Context: an optimization exercise on an open-source flow, tuned for small area. The choices shown serve that exercise and are no tape-out recipe. Where RTL was checked, it was by simulation tests only, not by an equivalence proof against the original. No functional check of the RTL was part of run 1. In every run shown here, the design's own scripts or RTL, not TritonCTS, make the clock network. The flow treats the clock pin as an ideal source. Dropping or thinning the clock tree relies on that and would not hold on a real chip. Power is estimated from default activity; no workload was simulated.

<file path="design/flow/standard.sh">
#!/bin/bash
# synth_recipe.tcl (not shown) runs the flow's synth.tcl, then flattens the netlist and writes it again
# the make line also repeats each setting of config.mk as NAME=value (left out here)
make -C /OpenROAD-flow-scripts/flow DESIGN_CONFIG=/design/flow/config.mk WORK_HOME=/design/flow/orfs CLKGATE_MAP_FILE= SYNTH_SCRIPT=/design/flow/synth_recipe.tcl "${@:-finish}"
</file>
<file path="design/flow/constraint.sdc">
create_clock -name core_clock -period 10.0 [get_ports {clk}]
set_input_delay 2.0000 -clock core_clock [delete_from_list [all_inputs] [get_ports {clk}]]
set_output_delay 2.0000 -clock core_clock [all_outputs]
set_load 0.01 [all_outputs]
</file>
<file path="design/flow/flow/run.sh">
#!/bin/bash
# The standard layout with two changes: port buffers are buf_1, and the clock
# tree is built by manual_cts.tcl (a balanced two-level tree of clkbuf
# cells) instead of TritonCTS. Each tool's full output goes to the ORFS logs
# under orfs/logs; make's own output goes to make.log here.
set -euo pipefail
cd "$(dirname "$0")/.."

bash standard.sh \
  "BUFFER_PORTS_ARGS=-buffer_cell sky130_fd_sc_hd__buf_1" \
  "PRE_CTS_TCL=$PWD/flow/manual_cts.tcl" \
  finish > make.log 2>&1
</file>
<file path="design/flow/config.mk">
export PLATFORM = sky130hd
export DESIGN_NAME = Matrix_Calculator
export DESIGN_NICKNAME = Matrix_Calculator
export VERILOG_FILES = /design/flow/design.v
export SDC_FILE = /design/flow/constraint.sdc
export NUM_CORES = 4
export LEC_CHECK = 0
export CAP_MARGIN = 20
export CORE_MARGIN = 2
export CORE_UTILIZATION = 45
export PLACE_DENSITY = 0.6
export SLEW_MARGIN = 20
export SYNTH_HIERARCHICAL = 1
export SYNTH_MINIMUM_KEEP_SIZE = 0
</file>
<file path="design/flow/design.v">
`default_nettype none
`default_nettype none
`default_nettype none
`default_nettype none
module Matrix_Calculator
    (input logic [7:0] data_in,
     input logic enter, sw,
     input logic [1:0] operation,
     input logic clk, rst,
     output logic [4:0] data_out,
     output logic finish, error,
     output logic [3:0] index);
    logic enter_d, sw_d;
    logic enter_pulse, switch_pulse;
    logic [4:0] c;
    logic done;
    logic accept, second;     
    logic [3:0] low_nib;
    logic [1:0] op;
    logic invalid, mult, step, elem, last;
    logic busy, first, ready;
    logic [1:0] k;
    logic start, rot_a, rot_b;
    always_ff @(posedge clk) begin
        enter_d <= enter;
        sw_d <= sw;
        low_nib <= data_in[3:0];
    end
    assign enter_pulse = enter & ~enter_d;
    assign switch_pulse = sw & ~sw_d;
    assign accept = enter_pulse & ~done & ~rst;
    always_ff @(posedge clk) begin
        second <= accept;
        if (accept)
            op <= operation;
    end
    assign invalid = ~op[1] & op[0];
    assign mult = ~op[1] & ~op[0];
    assign finish = done & ~invalid & (op[1] | ready);
    assign error = invalid & (done | (second & (&c[3:0])));
    assign last = second & (&c[3:0]);
    assign step = finish & switch_pulse;
    assign elem = step & c[0];
    always_ff @(posedge clk) begin
        if (rst) begin
            c <= 5'd0;
            done <= 1'b0;
        end else begin
            if ((second & ~done) | step)
                c[3:0] <= c[3:0] + 4'd1;
            if (step & (&c[3:0]))
                c[4] <= ~c[4];
            if (last)
                done <= 1'b1;
        end
    end
    assign index = done ? c[4:1] : 4'd0;
    logic first_step;
    assign first_step = done & mult & ~first & ~busy;
    assign start = last | first_step | elem;
    always_ff @(posedge clk) begin
        if (rst) begin
            busy <= 1'b0;
            k <= 2'd0;
            first <= 1'b0;
            ready <= 1'b0;
        end else begin
            if (start) begin
                busy <= 1'b1;
                k <= 2'd0;
            end else if (busy) begin
                k <= k + 2'd1;
                if (k == 2'd3)
                    busy <= 1'b0;
            end
            if (first_step)
                first <= 1'b1;
            ready <= first;
        end
    end
    assign rot_b = elem | first_step;
    assign rot_a = elem & c[2] & (c[1] ^ mult);
    logic [7:0] pa [0:3];     
    logic [7:0] qa [0:3];     
    logic en_pa, en_qa;
    assign en_pa = (accept & ~c[3] & ~c[0]) | rot_a;
    assign en_qa = (accept & ~c[3] & c[0]) | rot_a;
    always_ff @(posedge clk) begin
        if (en_pa) begin
            pa[0] <= done ? pa[3] : data_in;
            pa[1] <= pa[0];
            pa[2] <= pa[1];
            pa[3] <= pa[2];
        end
        if (en_qa) begin
            qa[0] <= done ? qa[3] : data_in;
            qa[1] <= qa[0];
            qa[2] <= qa[1];
            qa[3] <= qa[2];
        end
    end
    logic [3:0] rb [0:3][0:3];
    logic [3:0] nib_in;
    assign nib_in = second ? low_nib : data_in[7:4];
    genvar gk;
    generate
        for (gk = 0; gk < 4; gk++) begin : brow
            logic en;
            assign en = ((accept | second) & c[3] & (c[2:1] == gk)) | rot_b;
            always_ff @(posedge clk) begin
                if (en) begin
                    rb[gk][0] <= done ? rb[gk][3] : nib_in;
                    rb[gk][1] <= rb[gk][0];
                    rb[gk][2] <= rb[gk][1];
                    rb[gk][3] <= rb[gk][2];
                end
            end
        end
    endgenerate
    logic [3:0] ak [0:3];
    logic [3:0] bk [0:3];
    assign ak[0] = pa[3][7:4];
    assign ak[1] = pa[3][3:0];
    assign ak[2] = qa[3][7:4];
    assign ak[3] = qa[3][3:0];
    assign bk[0] = rb[0][3];
    assign bk[1] = rb[1][3];
    assign bk[2] = rb[2][3];
    assign bk[3] = rb[3][3];
    logic [1:0] sel_a, sel_b;
    logic [3:0] xa, yb;
    assign sel_a = mult ? k : c[2:1];
    assign sel_b = mult ? k : c[4:3];
    assign xa = ak[sel_a];
    assign yb = bk[sel_b];
    logic [3:0] mx, my;
    assign mx = xa & {4{busy}};
    assign my = yb;
    logic [9:0] acc_n, res_n, mac_n;
    logic pp1;
    logic pp2;
    logic pp3;
    logic pp4;
    logic pp5;
    logic pp6;
    logic pp7;
    logic pp8;
    logic pp9;
    logic pp10;
    logic pp11;
    logic pp12;
    logic pp13;
    logic pp14;
    logic pp15;
    logic pp16;
    logic s17;
    logic c18;
    logic s19;
    logic c20;
    logic s21;
    logic c22;
    logic s23;
    logic c24;
    logic s25;
    logic c26;
    logic s27;
    logic c28;
    logic s29;
    logic c30;
    logic s31;
    logic c32;
    logic s33;
    logic c34;
    logic s35;
    logic c36;
    logic s37;
    logic c38;
    logic s39;
    logic c40;
    logic s41;
    logic c42;
    logic s43;
    logic c44;
    logic s45;
    logic c46;
    logic s47;
    logic c48;
    logic s49;
    logic c50;
    logic s51;
    logic c52;
    logic s53;
    logic c54;
    logic s55;
    logic c56;
    logic s57;
    logic c58;
    logic s59;
    assign pp1 = ~(mx[0] & my[0]);
    assign pp2 = ~(mx[0] & my[1]);
    assign pp3 = ~(mx[0] & my[2]);
    assign pp4 = ~(mx[0] & my[3]);
    assign pp5 = ~(mx[1] & my[0]);
    assign pp6 = ~(mx[1] & my[1]);
    assign pp7 = ~(mx[1] & my[2]);
    assign pp8 = ~(mx[1] & my[3]);
    assign pp9 = ~(mx[2] & my[0]);
    assign pp10 = ~(mx[2] & my[1]);
    assign pp11 = ~(mx[2] & my[2]);
    assign pp12 = ~(mx[2] & my[3]);
    assign pp13 = ~(mx[3] & my[0]);
    assign pp14 = ~(mx[3] & my[1]);
    assign pp15 = ~(mx[3] & my[2]);
    assign pp16 = ~(mx[3] & my[3]);
    InvHalfAdder ha18 (.a(acc_n[0]), .b(pp1), .s(s17), .co(c18));
    FullAdder fa20 (.a(acc_n[1]), .b(pp2), .c(pp5), .s(s19), .co(c20));
    InvHalfAdder ha22 (.a(c18), .b(s19), .s(s21), .co(c22));
    FullAdder fa24 (.a(acc_n[2]), .b(pp3), .c(pp6), .s(s23), .co(c24));
    FullAdder fa26 (.a(pp9), .b(c20), .c(s23), .s(s25), .co(c26));
    InvHalfAdder ha28 (.a(c22), .b(s25), .s(s27), .co(c28));
    FullAdder fa30 (.a(acc_n[3]), .b(pp4), .c(pp7), .s(s29), .co(c30));
    FullAdder fa32 (.a(pp10), .b(pp13), .c(c24), .s(s31), .co(c32));
    FullAdder fa34 (.a(s29), .b(c26), .c(s31), .s(s33), .co(c34));
    InvHalfAdder ha36 (.a(c28), .b(s33), .s(s35), .co(c36));
    FullAdder fa38 (.a(acc_n[4]), .b(pp8), .c(pp11), .s(s37), .co(c38));
    FullAdder fa40 (.a(pp14), .b(c30), .c(s37), .s(s39), .co(c40));
    FullAdder fa42 (.a(c32), .b(s39), .c(c34), .s(s41), .co(c42));
    InvHalfAdder ha44 (.a(c36), .b(s41), .s(s43), .co(c44));
    FullAdder fa46 (.a(acc_n[5]), .b(pp12), .c(pp15), .s(s45), .co(c46));
    FullAdder fa48 (.a(c38), .b(s45), .c(c40), .s(s47), .co(c48));
    FullAdder fa50 (.a(s47), .b(c42), .c(c44), .s(s49), .co(c50));
    FullAdder fa52 (.a(acc_n[6]), .b(pp16), .c(c46), .s(s51), .co(c52));
    FullAdder fa54 (.a(s51), .b(c48), .c(c50), .s(s53), .co(c54));
    FullAdder fa56 (.a(acc_n[7]), .b(c52), .c(c54), .s(s55), .co(c56));
    InvHalfAdder ha58 (.a(acc_n[8]), .b(c56), .s(s57), .co(c58));
    assign s59 = ~(acc_n[9] ^ c58);
    assign mac_n = {s59, s57, s55, s53, s49, s43, s35, s27, s21, s17};
    always_ff @(posedge clk) begin
        acc_n <= start ? 10'h3ff : mac_n;
        if (elem | first_step)
            res_n <= mac_n;
    end
    logic [4:0] sum;
    logic [3:0] bx;
    logic [4:0] s4;
    assign bx = yb ^ {4{op[0]}};
    assign s4 = {1'b0, xa} + {1'b0, bx} + {4'd0, op[0]};
    assign sum = {s4[4] ^ op[0], s4[3:0]};
    always_comb begin
        if (op[1])
            data_out = c[0] ? sum : 5'd0;
        else
            data_out = c[0] ? ~res_n[4:0] : ~res_n[9:5];
    end
endmodule
module FullAdder (input logic a, b, c, output logic s, co);
    assign s = a ^ b ^ c;
    assign co = (a & b) | (a & c) | (b & c);
endmodule
module InvHalfAdder (input logic a, b, output logic s, co);
    Xnor2 x (.a(a), .b(b), .y(s));
    assign co = a | b;
endmodule
module Xnor2 (input logic a, b, output logic y);
    assign y = ~(a ^ b);
endmodule
</file>
<file path="design/flow/flow/manual_cts.tcl">
# Used as PRE_CTS_TCL in place of TritonCTS: a two-level clock tree. The
# clock port drives NTOP buffers; each drives an equal share of NLEAF leaf
# buffers; each leaf buffer drives an equal share of the flip-flops. Groups
# come from recursive bisection of the placed locations, cutting the longer
# side of each group's bounding box.
set NTOP 2
set NLEAF 12
set TOPBUF sky130_fd_sc_hd__clkbuf_4
set LEAFBUF sky130_fd_sc_hd__clkbuf_8

proc mcts_split {items n} {
  if {$n <= 1} { return [list $items] }
  set xs {}; set ys {}
  foreach s $items { lappend xs [lindex $s 1]; lappend ys [lindex $s 2] }
  set xs [lsort -real $xs]; set ys [lsort -real $ys]
  set w [expr {[lindex $xs end] - [lindex $xs 0]}]
  set h [expr {[lindex $ys end] - [lindex $ys 0]}]
  set sorted [lsort -real -index [expr {$w >= $h ? 1 : 2}] $items]
  set n1 [expr {$n / 2}]
  set cut [expr {int(round([llength $sorted] * double($n1) / $n))}]
  return [concat [mcts_split [lrange $sorted 0 [expr {$cut - 1}]] $n1] \
                 [mcts_split [lrange $sorted $cut end] [expr {$n - $n1}]]]
}

proc mcts_buffer {block master name innet items} {
  set sx 0; set sy 0
  foreach s $items { set sx [expr {$sx + [lindex $s 1]}]; set sy [expr {$sy + [lindex $s 2]}] }
  set m [llength $items]
  set cx [expr {$sx / $m}]; set cy [expr {$sy / $m}]
  set net [odb::dbNet_create $block "${name}_net"]
  $net setSigType CLOCK
  set inst [odb::dbInst_create $block $master $name]
  $inst setLocation [expr {int($cx)}] [expr {int($cy)}]
  $inst setPlacementStatus PLACED
  [$inst findITerm A] connect $innet
  [$inst findITerm X] connect $net
  foreach s $items {
    set it [lindex $s 0]
    $it disconnect
    $it connect $net
  }
  puts "manual_cts: $name ([$master getName]) drives $m pins"
  return [list [$inst findITerm A] $cx $cy]
}

proc manual_cts {ntop nleaf topbuf leafbuf} {
  set block [ord::get_db_block]
  set clk [$block findNet clk]
  set tm [[ord::get_db] findMaster $topbuf]
  set lm [[ord::get_db] findMaster $leafbuf]
  set sinks {}
  foreach it [$clk getITerms] {
    set b [[$it getInst] getBBox]
    lappend sinks [list $it [expr {([$b xMin] + [$b xMax]) / 2.0}] [expr {([$b yMin] + [$b yMax]) / 2.0}]]
  }
  set leaves {}
  set k 0
  foreach group [mcts_split $sinks $nleaf] {
    lappend leaves [mcts_buffer $block $lm "clkbuf_leaf$k" $clk $group]
    incr k
  }
  set t 0
  foreach group [mcts_split $leaves $ntop] {
    mcts_buffer $block $tm "clkbuf_top$t" $clk $group
    incr t
  }
}

manual_cts $NTOP $NLEAF $TOPBUF $LEAFBUF
rename clock_tree_synthesis __tritoncts_unused
proc clock_tree_synthesis {args} {
  set_propagated_clock [all_clocks]
}
</file>
==> run notes, run 1 <==
commonest cells after routing, fill and taps aside edfxtp_1 (140), nand2_1 (67), dfxtp_1 (28); EDFF count, synth 140; Yosys top cell area share 62.87%; Final Max Tran Viols 0; worst setup path category reg -> reg; worst relative slew slack 36.44%; first drt pass iteration count 4; leakage power between 2 and 2.5 nW; global-route wire length before repair 19060 um; Crit path largest cell delay 820 ps; cell mode on critical path fa_1; Cell Pwr Density 166.7 mW/mm2; Core Box Area 0.01453 mm2; Post-CTS Setup Bufs 0; Critical Path RT slightly above 10000 ps; Via-to-Cell Ratio 5.084; effective utilization at floorplan a little under half; worst-path fanout max 21; Max Cap Viol 0; count of final hold-check violations 0; All-Layer GR Usage approximately 15%; Tightest Hold Check Type reg -> reg; final number of setup-violating endpoints 0; cell count after synthesis 448; CP Cell Sequence or3b_4 > and2_1 > mux4_2 > and2_1 > nand2_1 > fa_1 > fa_1 > fa_1 > fa_1 > or2_1 > fa_1 > fa_1 > fa_1 > or2_1 > xnor2_1 > or2_2; fillcell total 1303; top post-synthesis cells by area edfxtp_1 (63%), dfxtp_1 (8.4%), fa_1 (4.8%), nand2_1 (3.8%), mux4_2 (2.0%); wire per inst roughly 18 um; family with the most delay on the worst path adder cells; slowest cell on the critical path edfxtp_1; pin count of the biggest net entering global routing 44; io pins 25; Synth Warn # 12; final wirelength about 12000 um; post-synthesis cell type count 44; total die area around 0.016 mm2; DRC violations left 0; element type at the critical path start flop; P&R area growth vs syn 6.924%; vias in the first global route around 3500; DR vias ~3300; ANT nets after route 0; met1 usage 23.75%; overall power 0.001192 W; Worst Skew 24.18 ps; Critical Path AT 6560 ps; global route hottest layer met1; final setup TNS 0 ps; Tcrit/Tclk final 62.47%; RePlAce Congestion 0.7794; Final nets 511; status complete, no violations; mapped cell area roughly 0.0067 mm2; Mean Syn Cell Area 14.93 um2; min Tclk post-route 6247 ps; Row Count 44; dpl hpwl 8366 um; fraction of layout instances using a drive strength above 1 9.494%; clk latency of the worst-skew pair 410 ps; GR Util met3 under 10%; PortBufs 24; commonest non-fill, non-tap cell in the layout edfxtp_1; sequential share of the synthesized area 71.26%; Async S/R FF share, synth 0%; register bit count reported by yosys 168; unrepaired setup endpoints after global routing no; Worst-Margin Slew 940.2 ps; total grt overflow 0; Buf/Inv on CP 0; cts hold-fix bufs 0; die height 125.9 um; chip width approximately 130 um; cts repair resizes 0; critical path endpoint category flop; Main synth FF type edfxtp_1; grt met2 use 23.37%; maximum vdd ir drop about 0.1 mV; leading area contributor after synthesis edfxtp_1; initial antenna violation count 0; syn_nets 483; violation count after the first detailed-routing iteration 210; fmax 160.1 MHz; diodes inserted 0; Reg clk slew, reported paths 100 ps
==> per-stage QoR <==
stage,area (um2),hold slack [ps],worst slack (ps),utilization (%),cells
finish,7149,410.9,3753,49.19,658
global placement,6969,400.2,3882,47.95,644
detailed placement,6969,404.5,3752,47.95,644
CTS,7149,415.5,3738,49.19,658
floorplan,6686,400.3,4221,-,448
global route,7149,420.2,3446,49.19,658
==> metal layers <==
metal	vias to the layer above	routed length (um)
met1	1653	6102
met2	51	5332
met3	16	341
met5	-	0
met4	0	231
li1	1625	-
==> layout make-up <==
cell class                 instances  area (um2)  share of cell area (%)
timing repair buffer              29       127.6                   1.785
inverter                          22       82.58                   1.155
tap                              184       230.2                   3.220
multi-input combinational        241        1764                   24.68
buffer                            14       180.2                   2.520
sequential                       168        4765                   66.64
==> path summary, 6_finish.rpt <==
path | cells past startpoint | to | startpoint | slack (ps)
worst max-delay path | 16 | acc_n[9] | op[1] | 3750
worst min-delay path | 0 | qa[1][1] | qa[0][1] | 410
worst max register to register | 16 | acc_n[9] | op[1] | 3750
worst min register to register | 0 | qa[1][1] | qa[0][1] | 410
==> flip-flops by register name, summed over array words and instances, names as in the netlist, 2 cells and up <==
register and count:
c 5, qa 32, k 2, pa 32
op 2, res_n 10, acc_n 10, rb 64
low_nib 4
==> per-module statistics from Yosys (local to each module, per instance) <==
| module | flip-flops and latches | times used | cells | cell area (um2) |
|---|---|---|---|---|
| InvHalfAdder | 0 | 6 | 1 | 6.256 |
| FullAdder | 0 | 15 | 1 | 20.02 |
| Xnor2 | 0 | 6 | 1 | 8.758 |
| Matrix_Calculator | 168 | 1 | 421 | 6296 |
==> worst register-to-register path, cell delays in order, from the launching register on <==
cell	delay, ps
edfxtp_1	820
or3b_4	280
and2_1	280
mux4_2	600
and2_1	220
nand2_1	100
fa_1	440
fa_1	400
fa_1	420
fa_1	470
or2_1	260
fa_1	380
fa_1	400
fa_1	410
or2_1	250
xnor2_1	150
or2_2	290
==> logic make-up (layout without fill, tap and decap cells) <==
kind of cell               after synthesis  after routing  share of synthesized area [%]
muxes                                   13             13                          3.162
AOI/OAI and AO/OA                       54             54                          5.090
and+or+nand+nor                        133            133                          9.712
xor gates and xnor gates                20             20                          2.620
adders and majority gates               21             21                          5.726
DFF                                    168            168                          71.26
buffers and inverters                   39             65                          2.433
==> synthesized netlist by cell type, types with 2 or more instances <==
master	count
a211oi_1	4
a21o_1	3
a21oi_1	20
a32oi_1	2
and2_1	10
buf_6	2
clkbuf_1	13
dfxtp_1	28
edfxtp_1	140
fa_1	16
ha_1	5
inv_1	21
mux2i_1	5
mux4_2	6
nand2_1	67
nand3_1	2
nand4_1	3
nor2_1	14
nor2b_1	6
nor3_1	3
nor3b_1	3
o21a_1	3
o21ai_0	16
o21ai_1	2
or2_1	6
or2_2	11
or3b_4	2
xnor2_1	12
xor2_1	8
==> power breakdown <==
part	total, W	switching (W)	internal [W]
Combinational	0.0000830	0.0000407	0.0000423
Sequential	0.000799	0.0000167	0.000782
Clock	0.000310	0.000194	0.000117
Total	0.00119	0.000251	0.000941
==> run 2: changes to the inputs <==
--- a/design/flow/design.v
+++ b/design/flow/design.v
@@ -14,31 +14,28 @@
     logic enter_pulse, switch_pulse;
     logic [4:0] c;
     logic done;
-    logic accept, second;     
-    logic [3:0] low_nib;
+    logic accept, last;
     logic [1:0] op;
-    logic invalid, mult, step, elem, last;
-    logic busy, first, ready;
+    logic invalid, mult, sub, step, elem;
+    logic busy, first, ready, first_step, start;
     logic [1:0] k;
-    logic start, rot_a, rot_b;
     always_ff @(posedge clk) begin
         enter_d <= enter;
         sw_d <= sw;
-        low_nib <= data_in[3:0];
     end
     assign enter_pulse = enter & ~enter_d;
     assign switch_pulse = sw & ~sw_d;
     assign accept = enter_pulse & ~done & ~rst;
-    always_ff @(posedge clk) begin
-        second <= accept;
+    assign last = accept & (&c[3:0]);
+    always_ff @(posedge clk) begin
         if (accept)
             op <= operation;
     end
     assign invalid = ~op[1] & op[0];
     assign mult = ~op[1] & ~op[0];
-    assign finish = done & ~invalid & (op[1] | ready);
-    assign error = invalid & (done | (second & (&c[3:0])));
-    assign last = second & (&c[3:0]);
+    assign sub = op[1] & op[0];
+    assign finish = done & ~invalid & ready;
+    assign error = done & invalid;
     assign step = finish & switch_pulse;
     assign elem = step & c[0];
     always_ff @(posedge clk) begin
@@ -46,7 +43,7 @@
             c <= 5'd0;
             done <= 1'b0;
         end else begin
-            if ((second & ~done) | step)
+            if (accept | step)
                 c[3:0] <= c[3:0] + 4'd1;
             if (step & (&c[3:0]))
                 c[4] <= ~c[4];
@@ -55,8 +52,7 @@
         end
     end
     assign index = done ? c[4:1] : 4'd0;
-    logic first_step;
-    assign first_step = done & mult & ~first & ~busy;
+    assign first_step = done & ~invalid & ~first & ~busy;
     assign start = last | first_step | elem;
     always_ff @(posedge clk) begin
         if (rst) begin
@@ -78,8 +74,10 @@
             ready <= first;
         end
     end
-    assign rot_b = elem | first_step;
-    assign rot_a = elem & c[2] & (c[1] ^ mult);
+    logic [3:0] ce;
+    assign ce = c[4:1] + {3'd0, first};
+    logic rot_a;
+    assign rot_a = elem & c[2] & ~c[1];
     logic [7:0] pa [0:3];     
     logic [7:0] qa [0:3];     
     logic en_pa, en_qa;
@@ -99,43 +97,40 @@
             qa[3] <= qa[2];
         end
     end
-    logic [3:0] rb [0:3][0:3];
-    logic [3:0] nib_in;
-    assign nib_in = second ? low_nib : data_in[7:4];
-    genvar gk;
+    logic [3:0] lb [0:3][0:3];
+    logic [3:0] tap;
+    assign tap = lb[0][3];
+    genvar gj;
     generate
-        for (gk = 0; gk < 4; gk++) begin : brow
+        for (gj = 0; gj < 4; gj++) begin : blane
             logic en;
-            assign en = ((accept | second) & c[3] & (c[2:1] == gk)) | rot_b;
+            logic [3:0] nib;
+            assign nib = gj[0] ? data_in[3:0] : data_in[7:4];
+            assign en = (accept & c[3] & (c[0] == gj[1])) | (done & busy);
             always_ff @(posedge clk) begin
                 if (en) begin
-                    rb[gk][0] <= done ? rb[gk][3] : nib_in;
-                    rb[gk][1] <= rb[gk][0];
-                    rb[gk][2] <= rb[gk][1];
-                    rb[gk][3] <= rb[gk][2];
+                    lb[gj][0] <= done ? lb[(gj + 1) % 4][3] : nib;
+                    lb[gj][1] <= lb[gj][0];
+                    lb[gj][2] <= lb[gj][1];
+                    lb[gj][3] <= lb[gj][2];
                 end
             end
         end
     endgenerate
     logic [3:0] ak [0:3];
-    logic [3:0] bk [0:3];
     assign ak[0] = pa[3][7:4];
     assign ak[1] = pa[3][3:0];
     assign ak[2] = qa[3][7:4];
     assign ak[3] = qa[3][3:0];
-    assign bk[0] = rb[0][3];
-    assign bk[1] = rb[1][3];
-    assign bk[2] = rb[2][3];
-    assign bk[3] = rb[3][3];
-    logic [1:0] sel_a, sel_b;
-    logic [3:0] xa, yb;
-    assign sel_a = mult ? k : c[2:1];
-    assign sel_b = mult ? k : c[4:3];
-    assign xa = ak[sel_a];
-    assign yb = bk[sel_b];
-    logic [3:0] mx, my;
-    assign mx = xa & {4{busy}};
-    assign my = yb;
+    logic [3:0] xa, mx, my;
+    logic [1:0] d;
+    logic add_b, add_a;
+    assign xa = ak[mult ? k : ce[1:0]];
+    assign d = k - ce[3:2];
+    assign add_b = ~mult & (d == 2'd0);
+    assign add_a = ~mult & (d == 2'd1);
+    assign mx = {4{busy}} & (mult ? xa : add_a ? (xa ^ {4{sub}}) : {3'd0, add_b});
+    assign my = (mult | add_b) ? tap : {3'd0, add_a};
     logic [9:0] acc_n, res_n, mac_n;
     logic pp1;
     logic pp2;
@@ -236,21 +231,15 @@
     assign s59 = ~(acc_n[9] ^ c58);
     assign mac_n = {s59, s57, s55, s53, s49, s43, s35, s27, s21, s17};
     always_ff @(posedge clk) begin
-        acc_n <= start ? 10'h3ff : mac_n;
+        acc_n <= start ? {5'h1f, ~(last ? &operation : sub), 4'hf} : mac_n;
         if (elem | first_step)
             res_n <= mac_n;
     end
-    logic [4:0] sum;
-    logic [3:0] bx;
-    logic [4:0] s4;
-    assign bx = yb ^ {4{op[0]}};
-    assign s4 = {1'b0, xa} + {1'b0, bx} + {4'd0, op[0]};
-    assign sum = {s4[4] ^ op[0], s4[3:0]};
     always_comb begin
-        if (op[1])
-            data_out = c[0] ? sum : 5'd0;
+        if (c[0])
+            data_out = res_n[4:0] ^ {5{~sub}};
         else
-            data_out = c[0] ? ~res_n[4:0] : ~res_n[9:5];
+            data_out = mult ? ~res_n[9:5] : 5'd0;
     end
 endmodule
 module FullAdder (input logic a, b, c, output logic s, co);
==> run 2 against run 1 <==
Sequential power is 3.6% lower; still clean; final cell count is 2.0% lower; sequential share of layout area is 0.19 points higher; highest routed layer unchanged.
==> run notes, run 2 <==
sw power 0.0002414 W (-3.8%); Max Cap Viol 0 (unchanged); DRC violations left 0 (unchanged); cts hold-fix bufs 0 (unchanged); worst setup path category reg -> reg; fmax 158.4 MHz (-1.0%); crit path to acc_n[9]; Reg clk slew, reported paths 90 ps (about the same); commonest cells after routing, fill and taps aside edfxtp_1 (140), nand2_1 (72), buf_1 (24); Main synth FF type edfxtp_1; register bit count reported by yosys 163 (-3.0%); fillcell total 1208 (-7.3%); commonest non-fill, non-tap cell in the layout edfxtp_1; CP startpoint op[0]; total die area 0.01538 mm2 (-3.0%); Mean Syn Cell Area 14.77 um2 (-1.1%); slowest cell on the critical path edfxtp_1; clk latency of the worst-skew pair 420 ps (about the same); Post-synth top cells edfxtp_1 (140), nand2_1 (72), dfxtp_1 (23); Row Count 43 (-2.3%); Clock power frac 26.8% (+0.8 points); global-route wire length before repair 18080 um (-5.1%); RR Endpoint acc_n[9]; reg2reg start op[0]; cell mode on critical path fa_1; Core Box Area 0.01399 mm2 (-3.8%); final setup TNS 0 ps (unchanged); register area 0.004664 mm2 (-2.1%); Final nets 501 (-2.0%); Reg2Reg Depth 16 (unchanged); Tightest Hold Check Type reg -> reg; Via-to-Cell Ratio 5.153 (+1.4%); Yosys top cell area share 64.85% (+2.0 points); wire per inst 17.28 um (-5.3%); Critical Path RT 10310 ps (about the same); worst relative slew slack 32.12% (-4.3 points); P&R area growth vs syn 7.663%; Top Registers lb (64), pa (32), qa (32); Async S/R FF share, synth 0% (unchanged); leakage power 2.282 nW (-4.3%); pin count of the biggest net entering global routing 51 (+16%); PortBufs 24 (unchanged); critical path endpoint category flop; total grt overflow 0 (unchanged); Post-CTS Setup Bufs 0 (unchanged); die height 124.0 um (-1.5%); final wirelength 11150 um (-7.2%); cell count after synthesis 439 (-2.0%); EDFF count, synth 140 (unchanged); worst reg-to-reg setup slack 3690 ps (-70 ps); Worst Skew 37.58 ps (+13.40 ps); DR vias 3324 (-0.63%); initial antenna violation count 0 (unchanged); Cell Count Post-Placement 630 (-2.2%); mapped cell area 0.006482 mm2 (-3.1%); met1 usage 22.85% (-0.90 points); count leader, synth edfxtp_1; count of final hold-check violations 0 (unchanged); most flop-heavy register lb; final std cells w/o fill 645 (-2.0%); first drt pass iteration count 4 (unchanged); Tcrit/Tclk final 63.12% (+0.65 points); worst-path fanout max 11 (-48%); sequential share of the synthesized area 71.96% (+0.70 points); element type at the critical path start flop; maximum vdd ir drop 0.1284 mV (+30%); dpl hpwl 7462 um (-11%); Critical Path AT 6620 ps (+60 ps); RePlAce Congestion 0.8372 (+7.4%); vias in the first global route 3353 (-4.9%); top post-synthesis cells by area edfxtp_1 (65%), dfxtp_1 (7.1%), fa_1 (4.6%), nand2_1 (4.2%), xnor2_1 (1.8%); leading area contributor after synthesis edfxtp_1; chip width 124.0 um (-1.5%); Synth Warn # 11 (-1); global route hottest layer met2; grt met2 use 24.18% (+0.80 points); Cell Pwr Density 164.8 mW/mm2 (-1.2%); CP Cell Sequence nor2_2 > mux2i_2 > mux4_2 > o21a_2 > nand3_1 > fa_1 > fa_1 > fa_1 > fa_1 > or2_1 > fa_1 > fa_1 > fa_1 > or2_1 > xnor2_1 > or2_2; Crit path largest cell delay 590 ps (-230 ps); GR Util met3 1.557% (+0.15 points); fraction of layout instances using a drive strength above 1 9.677% (+0.18 points); switching part of the total power 21.00% (-0.069 points); All-Layer GR Usage 15.06% (+0.021 points); ANT nets after route 0 (unchanged); sequential power share 66.9% (about the same); syn_nets 473 (-2.1%); cts repair resizes 0 (unchanged); area of the multi-input gates 0.001747 mm2 (-0.99%); Largest register FFs 64 (unchanged); status complete, no violations; post-synthesis cell type count 50 (+14%); min Tclk post-route 6312 ps (+65.11 ps); Int Power 0.0009084 W (-3.4%); Worst-Margin Slew 1016 ps (+75.66 ps); unrepaired setup endpoints after global routing no; violation count after the first detailed-routing iteration 236 (+12%); final number of setup-violating endpoints 0 (unchanged); Logic pwr share 6.3% (-0.7 points); io pins 25 (unchanged); Final Max Tran Viols 0 (unchanged); diodes inserted 0 (unchanged); effective utilization at floorplan 46.34% (+0.34 points)
==> run 2: kinds of logic (layout without fill, tap and decap cells) <==
| kind of cell | after synthesis | after routing | share of synthesized area (%) |
|---|---|---|---|
| buf+inv | 22 | 48 | 1.583 |
| compound gates | 47 | 47 | 4.632 |
| flops | 163 | 163 | 71.96 |
| fa+ha+maj | 21 | 21 | 5.771 |
| simple gates | 162 | 162 | 12.20 |
| xor+xnor | 18 | 18 | 2.683 |
| mux | 6 | 6 | 1.177 |
==> run 2: Yosys stat by module (local to each module, per instance) <==
module	cell area, um2	cells inside	copies in the design	flip-flops and latches
InvHalfAdder	6.256	1	6	0
Xnor2	8.758	1	6	0
Matrix_Calculator	6092	412	1	163
FullAdder	20.02	1	15	0
==> run 2: how the worst min path moves through the flow <==
stage              from         to  slack (ps)  depth (start not counted)
2_1_floorplan  lb[9][0]  lb[10][0]         400                          0
5_1_grt        qa[2][7]   qa[3][7]         410                          0
4_1_cts        qa[1][0]   qa[2][0]         390                          0
3_5_place_dp   pa[2][5]   pa[3][5]         400                          0
6_report       qa[1][0]   qa[2][0]         390                          0
3_3_place_gp   pa[0][3]   pa[1][3]         400                          0
==> run 2: stage by stage <==
step | utilization [%] | hold slack (ps) | instance area [um2] | power [W] | setup slack (ps)
2_1_floorplan | - | 400.3 | 6482 | 0.0008385 | 3999
3_3_place_gp | 48.41 | 400.2 | 6771 | 0.0008569 | 3844
3_5_place_dp | 48.41 | 404.5 | 6771 | 0.0008585 | 3729
4_1_cts | 49.70 | 390.2 | 6952 | 0.001165 | 3696
5_1_grt | 49.89 | 406.7 | 6979 | 0.001199 | 3363
6_report | 49.89 | 392.0 | 6979 | 0.001150 | 3688
==> run 2: cell type report <==
class | count | share of cell area, %
Sequential cell | 163 | 66.83
Multi-Input combinational cell | 254 | 25.03
Tap cell | 180 | 3.227
Buffer | 14 | 2.582
Timing Repair Buffer | 28 | 2.008
Inverter | 6 | 0.3227
==> run 2: worst max-delay path: cells and delay by family, from the launching register on <==
family / cells / cell delay [ps]
fa+ha+maj: 7 / 2930
xor+xnor: 1 / 140
simple gates: 5 / 1370
flops: 1 / 590
compound gates: 1 / 260
mux: 2 / 900
==> run 2: layer usage <==
metal	routed length [um]	vias to the layer above
met5	0	-
met4	204	0
met3	533	14
met2	5050	67
met1	5356	1637
li1	-	1606
==> run 2: power groups by stage <==
stage	Combinational, W	Clock [W]	Sequential, W
after global routing	0.0000845	0.000341	0.000773
after floorplan	0.0000571	0	0.000781
after detailed placement	0.0000728	0	0.000786
after global placement	0.0000716	0	0.000785
after CTS	0.0000729	0.000321	0.000770
final	0.0000724	0.000308	0.000770
==> run 3: changes to the inputs <==
--- a/design/flow/flow/manual_cts.tcl
+++ b/design/flow/flow/manual_cts.tcl
@@ -4,7 +4,7 @@
 # come from recursive bisection of the placed locations, cutting the longer
 # side of each group's bounding box.
 set NTOP 2
-set NLEAF 12
+set NLEAF 10
 set TOPBUF sky130_fd_sc_hd__clkbuf_4
 set LEAFBUF sky130_fd_sc_hd__clkbuf_8
 
--- a/design/flow/config.mk
+++ b/design/flow/config.mk
@@ -8,7 +8,7 @@
 export CAP_MARGIN = 20
 export CORE_MARGIN = 2
 export CORE_UTILIZATION = 45
-export PLACE_DENSITY = 0.6
+export PLACE_DENSITY = 0.85
 export SLEW_MARGIN = 20
 export SYNTH_HIERARCHICAL = 1
 export SYNTH_MINIMUM_KEEP_SIZE = 0
==> run 3 against run 2 <==
Combinational power rose by 2%; die area did not move; sequential share of layout area rose by 0.24 points; still clean; sequential power barely moved; global-route usage fell by 0.073 points; register-to-register slack improved by 30 ps; critical endpoint unchanged.
==> run notes, run 3 <==
Reg clk slew, reported paths 100 ps (about the same); post-route cell area 0.006954 mm2 (-0.36%); count leader, synth edfxtp_1; top post-synthesis cells by area edfxtp_1 (65%), dfxtp_1 (7.1%), fa_1 (4.6%), nand2_1 (4.2%), xnor2_1 (1.8%); worst relative slew slack 31.18% (-0.95 points); global-route wire length before repair 18010 um (-0.41%); DR vias 3388 (+1.9%); Post-DP Area 0.006771 mm2 (unchanged); effective utilization at floorplan 46.34% (unchanged); cell count after synthesis 439 (unchanged); Via-to-Cell Ratio 5.261 (+2.1%); post-synthesis cell type count 50 (unchanged); unrepaired setup endpoints after global routing no; dpl hpwl 7734 um (+3.6%); io pins 25 (unchanged); total die area 0.01538 mm2 (unchanged); first drt pass iteration count 5 (+1); Final Max Tran Viols 0 (unchanged); worst-path fanout max 6 (-5); Crit path largest cell delay 480 ps (-110 ps); Top Registers lb (64), pa (32), qa (32); leading area contributor after synthesis edfxtp_1; RePlAce Congestion 0.8489 (+1.4%); total grt overflow 0 (unchanged); register bit count reported by yosys 163 (unchanged); Mean Syn Cell Area 14.77 um2 (unchanged); chip width 124.0 um (unchanged); leakage power 2.267 nW (-0.63%); fillcell total 1176 (-2.6%); commonest cells after routing, fill and taps aside edfxtp_1 (140), nand2_1 (72), buf_1 (24); sequential share of the synthesized area 71.96% (unchanged); mapped cell area 0.006482 mm2 (unchanged); initial antenna violation count 1 (+1); maximum vdd ir drop 0.1294 mV (+0.76%); Post-synth top cells edfxtp_1 (140), nand2_1 (72), dfxtp_1 (23); clk latency of the worst-skew pair 410 ps (about the same); area of the multi-input gates 0.001747 mm2 (unchanged); Worst-Margin Slew 1030 ps (+14.20 ps); Largest register FFs 64 (unchanged); most flop-heavy register lb; Main synth FF type edfxtp_1; All-Layer GR Usage 14.98% (-0.073 points); CP Cell Sequence ha_1 > ha_1 > xor2_1 > ha_1 > and4b_1 > mux2i_1 > maj3_2 > o21a_2 > nand3_1 > fa_1 > fa_1 > fa_1 > fa_1 > or2_1 > fa_1 > fa_1 > fa_1 > or2_1 > xnor2_1 > or2_2; critical path endpoint category flop; Cell Pwr Density 161.0 mW/mm2 (-2.3%); fmax 159.3 MHz (+0.52%); final wirelength 11200 um (+0.46%); slowest cell on the critical path fa_1; cts hold-fix bufs 0 (unchanged); Yosys top cell area share 64.85% (unchanged); commonest non-fill, non-tap cell in the layout edfxtp_1; Final nets 499 (-0.40%); pin count of the biggest net entering global routing 51 (unchanged); Row Count 43 (unchanged); final number of setup-violating endpoints 0 (unchanged); wire per inst 17.39 um (+0.61%); DRC violations left 0 (unchanged); Max Cap Viol 0 (unchanged); fraction of layout instances using a drive strength above 1 9.287% (-0.39 points); Critical Path AT 6580 ps (-40 ps); Async S/R FF share, synth 0% (unchanged); Critical Path RT 10300 ps (about the same); EDFF count, synth 140 (unchanged); element type at the critical path start flop; P&R area growth vs syn 7.277%; die height 124.0 um (unchanged); ANT nets after route 0 (unchanged); cell mode on critical path fa_1; final setup TNS 0 ps (unchanged); PortBufs 24 (unchanged); Post-CTS Setup Bufs 0 (unchanged); Worst Skew 46.23 ps (+8.648 ps); cts repair resizes 0 (unchanged); Tcrit/Tclk final 62.79% (-0.32 points); register area 0.004664 mm2 (unchanged); vias in the first global route 3393 (+1.2%); count of final hold-check violations 0 (unchanged); Tightest Hold Check Type reg -> reg; Synth Warn # 11 (unchanged); worst setup path category reg -> reg; status complete, no violations; syn_nets 473 (unchanged); violation count after the first detailed-routing iteration 411 (+74%); min Tclk post-route 6279 ps (-32.49 ps); Core Box Area 0.01399 mm2 (unchanged)
run 3: cell count changes in the layout (fill, tap and decap cells not counted), sizes merged:
cell	previous run	this run
clkbuf	14	12
diode	0	1
run 3: cell families after synthesis:
| group | synth area share (%) |
|---|---|
| flops | 71.96 |
| buf+inv | 1.583 |
| xor+xnor | 2.683 |
| simple gates | 12.20 |
| mux | 1.177 |
| compound gates | 4.632 |
| fa+ha+maj | 5.771 |
run 3: layout make-up:
class | instances | share of cell area, %
antenna | 1 | 0.03598
multi-input combinational | 254 | 25.12
tap | 180 | 3.239
timing repair buffer | 28 | 2.015
inverter | 6 | 0.3239
sequential | 163 | 67.07
buffer | 12 | 2.195
run 3: power breakdown:
group,internal [W],switching [W],leakage (nW)
Sequential,0.000757,0.0000134,1.45
Clock,0.0000994,0.000177,0.0811
Combinational,0.0000357,0.0000381,0.732
run 3: metal layers:
metal,wire [um],part of all wire [%],track usage [%],vias to the layer above
met3,586,5.2,1.648,16
li1,-,-,-,1605
met1,5241,47,22.39,1681
met2,5160,46,24.28,86
met5,0,0,0,-
met4,208,1.9,2.669,0
run 3: worst paths after layout:
path                            slack [ps]     start  cells after the start  endpoint
worst max-delay path                  3720      c[1]                     20  acc_n[9]
worst min-delay path                   380  lb[2][1]                      0  lb[3][1]
worst max register to register        3720      c[1]                     20  acc_n[9]
worst min register to register         380  lb[2][1]                      0  lb[3][1]
run 3: per-stage QoR:
step,power (W),util (%),std cells,worst slack (ps),hold slack [ps]
3_3_place_gp,0.0008546,48.41,630,3863,400.2
6_report,0.001120,49.71,644,3721,379.1
5_1_grt,0.001168,49.71,644,3444,390.5
3_5_place_dp,0.0008589,48.41,630,3771,404.5
4_1_cts,0.001130,49.50,642,3732,377.4
2_1_floorplan,0.0008385,-,439,3999,400.3
run 3: worst max-delay path: cells and delay by family (launching register included):
kind,cells,cell delay [ps]
fa+ha+maj,11,4020
mux,1,240
simple gates,5,1110
compound gates,1,150
xor+xnor,2,280
flops,1,360
run 3: per-module statistics from Yosys, one instance, submodules excluded:
module | area [um2] | flip-flops and latches
InvHalfAdder | 6.256 | 0
FullAdder | 20.02 | 0
Xnor2 | 8.758 | 0
Matrix_Calculator | 6092 | 163
==> run 4: changes to the inputs <==
--- a/design/flow/design.v
+++ b/design/flow/design.v
@@ -129,9 +129,11 @@
     assign d = k - ce[3:2];
     assign add_b = ~mult & (d == 2'd0);
     assign add_a = ~mult & (d == 2'd1);
-    assign mx = {4{busy}} & (mult ? xa : add_a ? (xa ^ {4{sub}}) : {3'd0, add_b});
-    assign my = (mult | add_b) ? tap : {3'd0, add_a};
+    assign mx = {4{busy}} & ((mult | add_a) ? xa : {3'd0, add_b});
+    assign my = (mult | add_b) ? (tap ^ {4{sub}}) : {3'd0, add_a};
     logic [9:0] acc_n, res_n, mac_n;
+    logic sub_init;
+    assign sub_init = last ? &operation : sub;
     logic pp1;
     logic pp2;
     logic pp3;
@@ -231,13 +233,13 @@
     assign s59 = ~(acc_n[9] ^ c58);
     assign mac_n = {s59, s57, s55, s53, s49, s43, s35, s27, s21, s17};
     always_ff @(posedge clk) begin
-        acc_n <= start ? {5'h1f, ~(last ? &operation : sub), 4'hf} : mac_n;
+        acc_n <= start ? {5'h1f, ~sub_init, 3'h7, ~sub_init} : mac_n;
         if (elem | first_step)
             res_n <= mac_n;
     end
     always_comb begin
         if (c[0])
-            data_out = res_n[4:0] ^ {5{~sub}};
+            data_out = ~res_n[4:0];
         else
             data_out = mult ? ~res_n[9:5] : 5'd0;
     end
--- a/design/flow/flow/manual_cts.tcl
+++ b/design/flow/flow/manual_cts.tcl
@@ -4,7 +4,7 @@
 # come from recursive bisection of the placed locations, cutting the longer
 # side of each group's bounding box.
 set NTOP 2
-set NLEAF 10
+set NLEAF 8
 set TOPBUF sky130_fd_sc_hd__clkbuf_4
 set LEAFBUF sky130_fd_sc_hd__clkbuf_8
 
==> run 4 against run 3 <==
Clock power fell by 7.6%; via count fell by 3.2%; global-route usage fell by 0.73 points; hold slack improved by 8.5 ps; final cell count fell by 2.0%; wire length fell by 3.9%; fmax fell by 3.0%; largest cell class unchanged; largest power group unchanged.
==> run notes, run 4 <==
status complete, no violations; Worst Skew 44.81 ps (-1.415 ps); total grt overflow 0 (unchanged); Top Registers lb (64), pa (32), qa (32); violation count after the first detailed-routing iteration 334 (-19%); effective utilization at floorplan 46.12% (-0.23 points); pin count of the biggest net entering global routing 51 (unchanged); final std cells w/o fill 631 (-2.0%); final setup TNS 0 ps (unchanged); final wirelength 10750 um (-3.9%); sequential share of the synthesized area 72.59% (+0.63 points); post-synthesis cell type count 49 (-2.0%); cell mode on critical path fa_1; worst setup margin 3525 ps (-196.1 ps); Largest register FFs 64 (unchanged); RePlAce Congestion 0.8657 (+2.0%); Core Box Area 0.01393 mm2 (-0.38%); global-route wire length before repair 16970 um (-5.8%); io pins 25 (unchanged); chip width 123.5 um (-0.42%); element type at the critical path start flop; fraction of layout instances using a drive strength above 1 7.761% (-1.5 points); critical path endpoint category flop; initial antenna violation count 0 (-1); commonest cells after routing, fill and taps aside edfxtp_1 (140), nand2_1 (73), buf_1 (24); Main synth FF type edfxtp_1; EDFF count, synth 140 (unchanged); Crit path largest cell delay 490 ps (about the same); total die area 0.01525 mm2 (-0.84%); unrepaired setup endpoints after global routing no; Final nets 487 (-2.4%); family with the most delay on the worst path adder cells; clk latency of the worst-skew pair 400 ps (about the same); min Tclk post-route 6475 ps (+196.1 ps); Async S/R FF share, synth 0% (unchanged); count leader, synth edfxtp_1; final number of setup-violating endpoints 0 (unchanged); Tcrit/Tclk final 64.75% (+2.0 points); leading area contributor after synthesis edfxtp_1; Row Count 43 (unchanged); Mean Syn Cell Area 15.05 um2 (+1.9%); die height 123.5 um (-0.42%); DRC violations left 0 (unchanged); leakage power 2.279 nW (+0.51%); diodes inserted 0 (-1); mapped cell area 0.006426 mm2 (-0.87%); Yosys top cell area share 65.42% (+0.57 points); cts hold-fix bufs 0 (unchanged); Cell Count Post-Placement 621 (-1.4%); dpl hpwl 7416 um (-4.1%); first drt pass iteration count 4 (-1); pre-CTS setup slack 3527 ps (-243.6 ps); sw power 0.0002268 W (-0.53%); worst setup path category reg -> reg; syn_nets 461 (-2.5%); cell count after synthesis 427 (-2.7%); Buf/Inv on CP 0 (unchanged); Critical Path RT 10290 ps (about the same); All-Layer GR Usage 14.25% (-0.73 points); Worst-Margin Slew 634.1 ps (-396.0 ps); Post-synth top cells edfxtp_1 (140), nand2_1 (73), dfxtp_1 (23); Cell Pwr Density 161.1 mW/mm2 (about the same); wire per inst 17.04 um (-2.0%); Synth Warn # 11 (unchanged); P&R area growth vs syn 6.951%; Int Power 0.0008806 W (-1.2%); Post-CTS Setup Bufs 0 (unchanged); Clock power frac 23.0% (-1.6 points); slowest cell on the critical path fa_1; Logic pwr share 7.2% (+0.6 points); Final Max Tran Viols 0 (unchanged); sequential power share 69.8% (+1.0 points); most flop-heavy register lb; register bit count reported by yosys 163 (unchanged); commonest non-fill, non-tap cell in the layout edfxtp_1; worst-path fanout max 9 (+3); top post-synthesis cells by area edfxtp_1 (65%), dfxtp_1 (7.2%), fa_1 (4.7%), nand2_1 (4.3%), mux2i_1 (1.4%); fillcell total 1148 (-2.4%); Max Cap Viol 0 (unchanged); Tightest Hold Check Type reg -> reg; cts repair resizes 0 (unchanged); PortBufs 24 (unchanged); maximum vdd ir drop 0.1248 mV (-3.5%); switching part of the total power 20.48% (+0.12 points); count of final hold-check violations 0 (unchanged); vias in the first global route 3256 (-4.0%); worst relative slew slack 57.37% (+26 points); fmax 154.4 MHz (-3.0%); Critical Path AT 6770 ps (+190 ps); minimum hold slack 387.7 ps (+8.517 ps); Via-to-Cell Ratio 5.195 (-1.3%); ANT nets after route 0 (unchanged); DR vias 3278 (-3.2%); overall power 0.001107 W (-1.1%); CP Cell Sequence ha_1 > ha_1 > xor2_1 > ha_1 > xnor3_1 > xnor2_2 > a21oi_1 > nor2b_1 > nand3_1 > fa_1 > fa_1 > fa_1 > fa_1 > or2_1 > fa_1 > fa_1 > fa_1 > or2_1 > xnor2_1 > or2_2; Reg clk slew, reported paths 120 ps (+20 ps)
## run 4: changes by cell type in the layout (fill, tap and decap cells not counted), moves of 3 or more
cell and delta:
o21ai_0 -10, and3_1 -7, nand3_1 +7, mux2i_1 +5, or3_1 +5, a21oi_1 -4, nor3_1 -4, o2111ai_1 +4
o22ai_1 -4, inv_1 +3, nand2b_1 +3, o21a_1 -3, xnor2_1 -3
## run 4: logic make-up after synthesis
kind of cell / Yosys count / share of synthesized area, %
buffers and inverters: 23 / 1.635
flip-flops: 163 / 72.59
multiplexers: 15 / 2.745
XOR/XNOR: 15 / 2.375
AND/OR/NAND/NOR: 160 / 11.80
adder cells (fa/ha/maj): 20 / 5.646
AO/OA/AOI/OAI: 31 / 3.213
## run 4: final cells by class
class                      count  area (um2)  area share, %
multi-input combinational    241        1680          24.45
inverter                       8       30.03         0.4369
tap                          180       225.2          3.277
timing repair buffer          29       147.6          2.148
buffer                        10       125.1          1.820
sequential                   163        4664          67.87
## run 4: power by group through the flow
stage / sequential [W] / clock [W] / combinational, W
6_report: 0.000772 / 0.000255 / 0.0000798
5_1_grt: 0.000776 / 0.000285 / 0.0000894
3_5_place_dp: 0.000788 / 0 / 0.0000812
3_3_place_gp: 0.000787 / 0 / 0.0000734
4_1_cts: 0.000773 / 0.000266 / 0.0000810
2_1_floorplan: 0.000785 / 0 / 0.0000596
## run 4: per-module statistics from Yosys, one instance, submodules excluded
module,flops+latches,times used,area (um2),cells
Xnor2,0,6,8.758,1
InvHalfAdder,0,6,6.256,1
Matrix_Calculator,163,1,6036,400
FullAdder,0,15,20.02,1
## run 4: final timing paths
| kind | startpoint | endpoint | slack, ps | depth (start not counted) |
|---|---|---|---|---|
| max | c[1] | acc_n[9] | 3520 | 20 |
| min | pa[0][7] | pa[1][7] | 390 | 0 |
| max reg2reg | c[1] | acc_n[9] | 3520 | 20 |
| min reg2reg | pa[0][7] | pa[1][7] | 390 | 0 |
## run 4: metrics by stage
stage          area (um2)  utilization, %
2_1_floorplan        6426               -
4_1_cts              6873           49.32
3_3_place_gp         6720           48.23
3_5_place_dp         6748           48.42
5_1_grt              6873           49.32
6_report             6873           49.32
## run 4: per-layer routing
metal | track usage, % | up-vias | share of wire [%]
li1 | - | 1560 | -
met1 | 21.77 | 1597 | 47
met2 | 22.08 | 101 | 45
met3 | 1.476 | 20 | 5.0
met4 | 3.551 | 0 | 2.5
met5 | 0 | - | 0
==> run 5: changes to the inputs <==
--- a/design/flow/flow/manual_cts.tcl
+++ b/design/flow/flow/manual_cts.tcl
@@ -4,7 +4,7 @@
 # come from recursive bisection of the placed locations, cutting the longer
 # side of each group's bounding box.
 set NTOP 2
-set NLEAF 8
+set NLEAF 9
 set TOPBUF sky130_fd_sc_hd__clkbuf_4
 set LEAFBUF sky130_fd_sc_hd__clkbuf_8
 
==> run 5 against run 4 <==
Still clean on timing, DRC and antenna; first-iteration DRC count is 0.30% higher; sequential share of layout area decreased by 0.14 points; flip-flop and latch count stayed put; cell area increased by 0.20%; setup slack worse by 28 ps; synthesized cell count stayed put; global-route usage up 0.080 points; critical path depth is the same; final cell count up 0.16%.
==> run notes, run 5 <==
maximum vdd ir drop 0.1183 mV (-5.2%); cts hold-fix bufs 0 (unchanged); commonest non-fill, non-tap cell in the layout edfxtp_1; dpl hpwl 7416 um (unchanged); pin count of the biggest net entering global routing 51 (unchanged); switching part of the total power 20.42% (-0.057 points); first drt pass iteration count 5 (+1); DR vias 3340 (+1.9%); effective utilization at floorplan 46.12% (unchanged); reg2reg start c[1]; global-route wire length before repair 17050 um (+0.48%); Cell Pwr Density 162.2 mW/mm2 (+0.69%); total die area 0.01525 mm2 (unchanged); global route hottest layer met2; chip width 123.5 um (unchanged); worst-path fanout max 9 (unchanged); final wirelength 10810 um (+0.49%); Worst-Margin Slew 627.8 ps (-6.248 ps); Core Box Area 0.01393 mm2 (unchanged); min Tclk post-route 6503 ps (+27.77 ps); Largest register FFs 64 (unchanged); post-synthesis cell type count 49 (unchanged); post-route cell area 0.006887 mm2 (+0.20%); syn_nets 461 (unchanged); cell count after synthesis 427 (unchanged); Critical Path RT 10270 ps (-20 ps); Clock power frac 23.7% (+0.7 points); final number of setup-violating endpoints 0 (unchanged); CP Cell Sequence ha_1 > ha_1 > xor2_1 > ha_1 > xnor3_1 > xnor2_2 > a21oi_1 > nor2b_1 > nand3_1 > fa_1 > fa_1 > fa_1 > fa_1 > or2_1 > fa_1 > fa_1 > fa_1 > or2_1 > xnor2_1 > or2_2; cts repair resizes 0 (unchanged); Final Max Tran Viols 0 (unchanged); Post-CTS Setup Bufs 0 (unchanged); EDFF count, synth 140 (unchanged); worst setup path category reg -> reg; io pins 25 (unchanged); wire per inst 17.10 um (+0.33%); count of final hold-check violations 0 (unchanged); total grt overflow 0 (unchanged); Critical Path AT 6770 ps (about the same); DRC violations left 0 (unchanged); clk latency of the worst-skew pair 380 ps (-20 ps); Via-to-Cell Ratio 5.285 (+1.7%); violation count after the first detailed-routing iteration 335 (+0.30%); Async S/R FF share, synth 0% (unchanged); top post-synthesis cells by area edfxtp_1 (65%), dfxtp_1 (7.2%), fa_1 (4.7%), nand2_1 (4.3%), mux2i_1 (1.4%); critical path endpoint category flop; final setup TNS 0 ps (unchanged); status complete, no violations; vias in the first global route 3270 (+0.43%); count leader, synth edfxtp_1; fillcell total 1142 (-0.52%); Max Cap Viol 0 (unchanged); Crit path largest cell delay 480 ps (about the same); diodes inserted 0 (unchanged); slowest cell on the critical path fa_1; sequential share of the synthesized area 72.59% (unchanged); fraction of layout instances using a drive strength above 1 7.965% (+0.20 points); leading area contributor after synthesis edfxtp_1; minimum hold slack 421.0 ps (+33.34 ps); Post-synth top cells edfxtp_1 (140), nand2_1 (73), dfxtp_1 (23); Tightest Hold Check Type reg -> reg; fmax 153.8 MHz (-0.43%); Int Power 0.0008891 W (+0.97%); ANT nets after route 0 (unchanged); All-Layer GR Usage 14.33% (+0.080 points); sw power 0.0002281 W (+0.61%); Hold Crit Start lb[5][0]; Top Registers lb (64), pa (32), qa (32); Tcrit/Tclk final 65.03% (+0.28 points); Synth Warn # 11 (unchanged); worst relative slew slack 57.79% (+0.42 points); sequential power share 69.1% (-0.7 points); Main synth FF type edfxtp_1; die height 123.5 um (unchanged); met1 usage 21.83% (+0.062 points); Post-DP Area 0.006748 mm2 (unchanged); Logic pwr share 7.1% (about the same); initial antenna violation count 0 (unchanged); leakage power 2.286 nW (+0.32%); most flop-heavy register lb; unrepaired setup endpoints after global routing no; commonest cells after routing, fill and taps aside edfxtp_1 (140), nand2_1 (73), buf_1 (24); Reg clk slew, reported paths 120 ps (about the same); grt met2 use 22.32% (+0.24 points); mapped cell area 0.006426 mm2 (unchanged); PortBufs 24 (unchanged); Final nets 488 (+0.21%); Row Count 43 (unchanged); RePlAce Congestion 0.8657 (unchanged); overall power 0.001117 W (+0.89%); P&R area growth vs syn 7.165%; Yosys top cell area share 65.42% (unchanged); CP startpoint c[1]; Worst Skew 17.28 ps (-27.53 ps); GR Util met3 1.292% (-0.18 points); element type at the critical path start flop; register bit count reported by yosys 163 (unchanged); cell mode on critical path fa_1; Mean Syn Cell Area 15.05 um2 (unchanged)
==> run 5: through the flow <==
stage / worst slack, ps / utilization (%) / cells
finish: 3497 / 49.42 / 632
global route: 3000 / 49.42 / 632
CTS: 3504 / 49.42 / 632
floorplan: 4137 / - / 427
detailed placement: 3527 / 48.42 / 621
global placement: 3800 / 48.23 / 620
==> run 5: final cells by class <==
class                           instances  area (um2)  area share, %
Timing Repair Buffer                   29       147.6          2.144
Buffer                                 11       138.9          2.017
Sequential cell                       163        4664          67.73
Inverter                                8       30.03         0.4360
Multi-Input combinational cell        241        1680          24.40
Tap cell                              180       225.2          3.270
==> run 5: power by group through the flow <==
stage | Clock [W] | Combinational [W] | Sequential (W)
after floorplan | 0 | 0.0000596 | 0.000785
after global placement | 0 | 0.0000734 | 0.000787
after detailed placement | 0 | 0.0000812 | 0.000788
after global routing | 0.000296 | 0.0000894 | 0.000776
after CTS | 0.000275 | 0.0000810 | 0.000773
final | 0.000265 | 0.0000796 | 0.000772
==> run 5: routing by layer <==
metal | routed length [um] | vias up
li1 | - | 1565
met1 | 5029 | 1619
met2 | 4863 | 131
met3 | 622 | 25
met4 | 293 | 0
met5 | 0 | -
==> run 5: worst max-delay path, delay by kind of cell (launching register included) <==
family | cells | cell delay (ps)
xor gates and xnor gates | 4 | 900
DFF | 1 | 440
and+or+nand+nor | 5 | 1390
adders and majority gates | 10 | 3520
AOI/OAI and AO/OA | 1 | 130
==> run 5: kinds of logic (layout without fill, tap and decap cells) <==
kind of cell | after synthesis | after routing | share of synthesized area [%]
buffers and inverters | 23 | 48 | 1.635
XOR/XNOR | 15 | 15 | 2.375
AO/OA/AOI/OAI | 31 | 31 | 3.213
AND/OR/NAND/NOR | 160 | 160 | 11.80
multiplexers | 15 | 15 | 2.745
flip-flops | 163 | 163 | 72.59
adder cells (fa/ha/maj) | 20 | 20 | 5.646
==> run 5: final timing paths <==
kind	end	cells after the start	slack (ps)
min	lb[6][0]	0	420
max reg2reg	acc_n[9]	20	3500
max	acc_n[9]	20	3500
min reg2reg	lb[6][0]	0	420
==> run 5: Yosys stat by module, one instance, submodules excluded <==
module | flip-flops and latches | cells | copies in the design
FullAdder | 0 | 1 | 15
Xnor2 | 0 | 1 | 6
Matrix_Calculator | 163 | 400 | 1
InvHalfAdder | 0 | 1 | 6
==> run 6: changes to the inputs <==
--- a/design/flow/flow/manual_cts.tcl
+++ b/design/flow/flow/manual_cts.tcl
@@ -4,7 +4,7 @@
 # come from recursive bisection of the placed locations, cutting the longer
 # side of each group's bounding box.
 set NTOP 2
-set NLEAF 9
+set NLEAF 10
 set TOPBUF sky130_fd_sc_hd__clkbuf_4
 set LEAFBUF sky130_fd_sc_hd__clkbuf_8
 
==> run 6 against run 5 <==
Still clean; flip-flop and latch count stayed put; critical path depth unchanged; setup slack better by 7.7 ps; cell area is 0.20% higher; first-iteration DRC count is 8.1% lower; total power rose by 1.3%; via count is 0.63% lower; synthesized cell count unchanged; critical endpoint unchanged; largest cell class unchanged; largest power group unchanged.
==> run notes, run 6 <==
pin count of the biggest net entering global routing 51 (unchanged); Worst-Margin Slew 632.4 ps (+4.598 ps); io pins 25 (unchanged); register area 0.004664 mm2 (unchanged); violation count after the first detailed-routing iteration 308 (-8.1%); ANT nets after route 0 (unchanged); RePlAce Congestion 0.8657 (unchanged); cell count after synthesis 427 (unchanged); fraction of layout instances using a drive strength above 1 8.168% (+0.20 points); min Tclk post-route 6495 ps (-7.720 ps); final wirelength 10880 um (+0.65%); commonest cells after routing, fill and taps aside edfxtp_1 (140), nand2_1 (73), buf_1 (24); Worst Skew 24.29 ps (+7.007 ps); count leader, synth edfxtp_1; PortBufs 24 (unchanged); fmax 154.0 MHz (+0.12%); cts hold-fix bufs 0 (unchanged); total die area 0.01525 mm2 (unchanged); maximum vdd ir drop 0.08958 mV (-24%); sequential power share 68.2% (-0.9 points); worst-path fanout max 9 (unchanged); unrepaired setup endpoints after global routing no; mapped cell area 0.006426 mm2 (unchanged); fillcell total 1144 (+0.18%); Tightest Hold Check Type reg -> reg; Async S/R FF share, synth 0% (unchanged); Clock power frac 24.7% (+1.0 points); Final nets 489 (+0.20%); Core Box Area 0.01393 mm2 (unchanged); initial antenna violation count 0 (unchanged); Largest register FFs 64 (unchanged); Hold Crit Start lb[1][2]; chip width 123.5 um (unchanged); RR Endpoint acc_n[9]; register bit count reported by yosys 163 (unchanged); switching part of the total power 20.74% (+0.32 points); Max Cap Viol 0 (unchanged); worst setup path category reg -> reg; global-route wire length before repair 17180 um (+0.77%); final number of setup-violating endpoints 0 (unchanged); Mean Syn Cell Area 15.05 um2 (unchanged); hold endpoint lb[2][2]; Row Count 43 (unchanged); DR vias 3319 (-0.63%); Top Registers lb (64), pa (32), qa (32); Via-to-Cell Ratio 5.243 (-0.79%); vias in the first global route 3268 (-0.061%); hold path cells 0 (unchanged); DRC violations left 0 (unchanged); EDFF count, synth 140 (unchanged); element type at the critical path start flop; effective utilization at floorplan 46.12% (unchanged); Yosys top cell area share 65.42% (unchanged); Logic pwr share 7.0% (about the same); syn_nets 461 (unchanged); wire per inst 17.18 um (+0.49%); status complete, no violations; Post-synth top cells edfxtp_1 (140), nand2_1 (73), dfxtp_1 (23); count of final hold-check violations 0 (unchanged); total grt overflow 0 (unchanged); All-Layer GR Usage 14.48% (+0.15 points); die height 123.5 um (unchanged); final setup TNS 0 ps (unchanged); worst reg-to-reg setup slack 3500 ps (about the same); first drt pass iteration count 5 (unchanged); Critical Path AT 6790 ps (+20 ps); worst relative slew slack 57.48% (-0.31 points); cts repair resizes 0 (unchanged); Final Max Tran Viols 0 (unchanged); dpl hpwl 7416 um (unchanged); sw power 0.0002348 W (+2.9%); Main synth FF type edfxtp_1; commonest non-fill, non-tap cell in the layout edfxtp_1; most flop-heavy register lb; critical path endpoint category flop; area of the multi-input gates 0.001680 mm2 (unchanged); Cell Pwr Density 164.1 mW/mm2 (+1.1%); Reg2Reg Depth 20 (unchanged); final std cells w/o fill 633 (+0.16%); Critical Path RT 10290 ps (+20 ps); Cell Count Post-Placement 621 (unchanged); Tcrit/Tclk final 64.95% (-0.077 points); top post-synthesis cells by area edfxtp_1 (65%), dfxtp_1 (7.2%), fa_1 (4.7%), nand2_1 (4.3%), mux2i_1 (1.4%); diodes inserted 0 (unchanged); sequential share of the synthesized area 72.59% (unchanged); Post-CTS Setup Bufs 0 (unchanged); P&R area growth vs syn 7.379%; clk latency of the worst-skew pair 410 ps (+30 ps); Int Power 0.0008974 W (+0.93%); leakage power 2.293 nW (+0.31%); Synth Warn # 11 (unchanged); Reg clk slew, reported paths 100 ps (-20 ps); minimum hold slack 398.0 ps (-23.00 ps); leading area contributor after synthesis edfxtp_1; post-synthesis cell type count 49 (unchanged); reg2reg start c[1]
## run 6: cell counts after synthesis
No cell type changed its count.
## run 6: cells by family after synthesis
logic type	Yosys count	synth area share, %
AOI/OAI and AO/OA	31	3.213
xor gates and xnor gates	15	2.375
adders and majority gates	20	5.646
buffers and inverters	23	1.635
DFF	163	72.59
muxes	15	2.745
and+or+nand+nor	160	11.80
## run 6: per-layer routing
metal	part of all wire, %	vias up	track usage (%)
met2	45	111	22.32
met3	6.0	27	1.568
met4	2.9	0	3.906
met5	0	-	0
li1	-	1566	-
met1	46	1615	22.05
## run 6: layout make-up
class | count | area share (%)
Tap cell | 180 | 3.264
Buffer | 12 | 2.212
Timing Repair Buffer | 29 | 2.140
Multi-Input combinational cell | 241 | 24.35
Inverter | 8 | 0.4352
Sequential cell | 163 | 67.60
## run 6: worst max path at each step
| stage | startpoint | endpoint | slack (ps) | cells past startpoint |
|---|---|---|---|---|
| CTS | c[1] | acc_n[9] | 3520 | 20 |
| detailed placement | c[1] | acc_n[9] | 3530 | 20 |
| floorplan | c[1] | acc_n[9] | 4140 | 21 |
| global route | c[1] | acc_n[9] | 3020 | 20 |
| finish | c[1] | acc_n[9] | 3500 | 20 |
| global placement | c[1] | acc_n[9] | 3800 | 20 |
## run 6: per-stage QoR
stage                     instance area, um2  util (%)  worst slack (ps)  total power [W]
final                                   6900     49.52              3505         0.001132
after global routing                    6900     49.52              3019         0.001179
after CTS                               6900     49.52              3516         0.001145
after detailed placement                6748     48.42              3527        0.0008694
after global placement                  6720     48.23              3800        0.0008608
after floorplan                         6426         -              4137        0.0008442
## run 6: critical path, cell delays in order, from the launching register on
cell and delay (ps):
dfxtp_1 430, ha_1 200, ha_1 170, xor2_1 160, ha_1 180, xnor3_1 250, xnor2_2 350, a21oi_1 130
nor2b_1 440, nand3_1 170, fa_1 420, fa_1 480, fa_1 400, fa_1 480, or2_1 260, fa_1 380
fa_1 400, fa_1 410, or2_1 250, xnor2_1 140, or2_2 270
## run 6: power groups by stage
stage | Combinational, W | Sequential, W | Clock, W
5_1_grt | 0.0000894 | 0.000776 | 0.000314
2_1_floorplan | 0.0000596 | 0.000785 | 0
3_5_place_dp | 0.0000812 | 0.000788 | 0
3_3_place_gp | 0.0000734 | 0.000787 | 0
4_1_cts | 0.0000810 | 0.000773 | 0.000291
6_report | 0.0000798 | 0.000772 | 0.000280
## run 6: per-module statistics from Yosys (local to each module, per instance)
| module | area [um2] | flip-flops and latches | cells |
|---|---|---|---|
| FullAdder | 20.02 | 0 | 1 |
| InvHalfAdder | 6.256 | 0 | 1 |
| Matrix_Calculator | 6036 | 163 | 400 |
| Xnor2 | 8.758 | 0 | 1 |

==> what the ideal ports hide <==
The results above use ideal ports. As a check the final layouts listed here were re-extracted and re-timed, cells and wires unchanged.
Step 1 assumes that a clkbuf_16 drives the clock port and a buf_2 every other input.
Step 2 adds t to the input delays and takes it off the output delays; t is the mean of the earliest and latest rising clock arrival at the registers after step 1. Input paths then give back, and output paths get back, about the clock's delay inside the block.
Three values: ideal, step 1, step 2; two values: the first two.
| run | t (ns) | setup slack, ns | worst setup path at the end |
|---|---|---|---|
| run 1 | 0.442 | 3.753 / 3.753 / 3.753 | register to register |
| run 2 | 0.444 | 3.688 / 3.688 / 3.688 | register to register |
| run 3 | 0.434 | 3.721 / 3.721 / 3.721 | register to register |
| run 4 | 0.421 | 3.525 / 3.525 / 3.525 | register to register |
| run 5 | 0.418 | 3.497 / 3.497 / 3.497 | register to register |
| run 6 | 0.434 | 3.505 / 3.505 / 3.505 | register to register |
After both steps setup and hold are still met in every run listed.
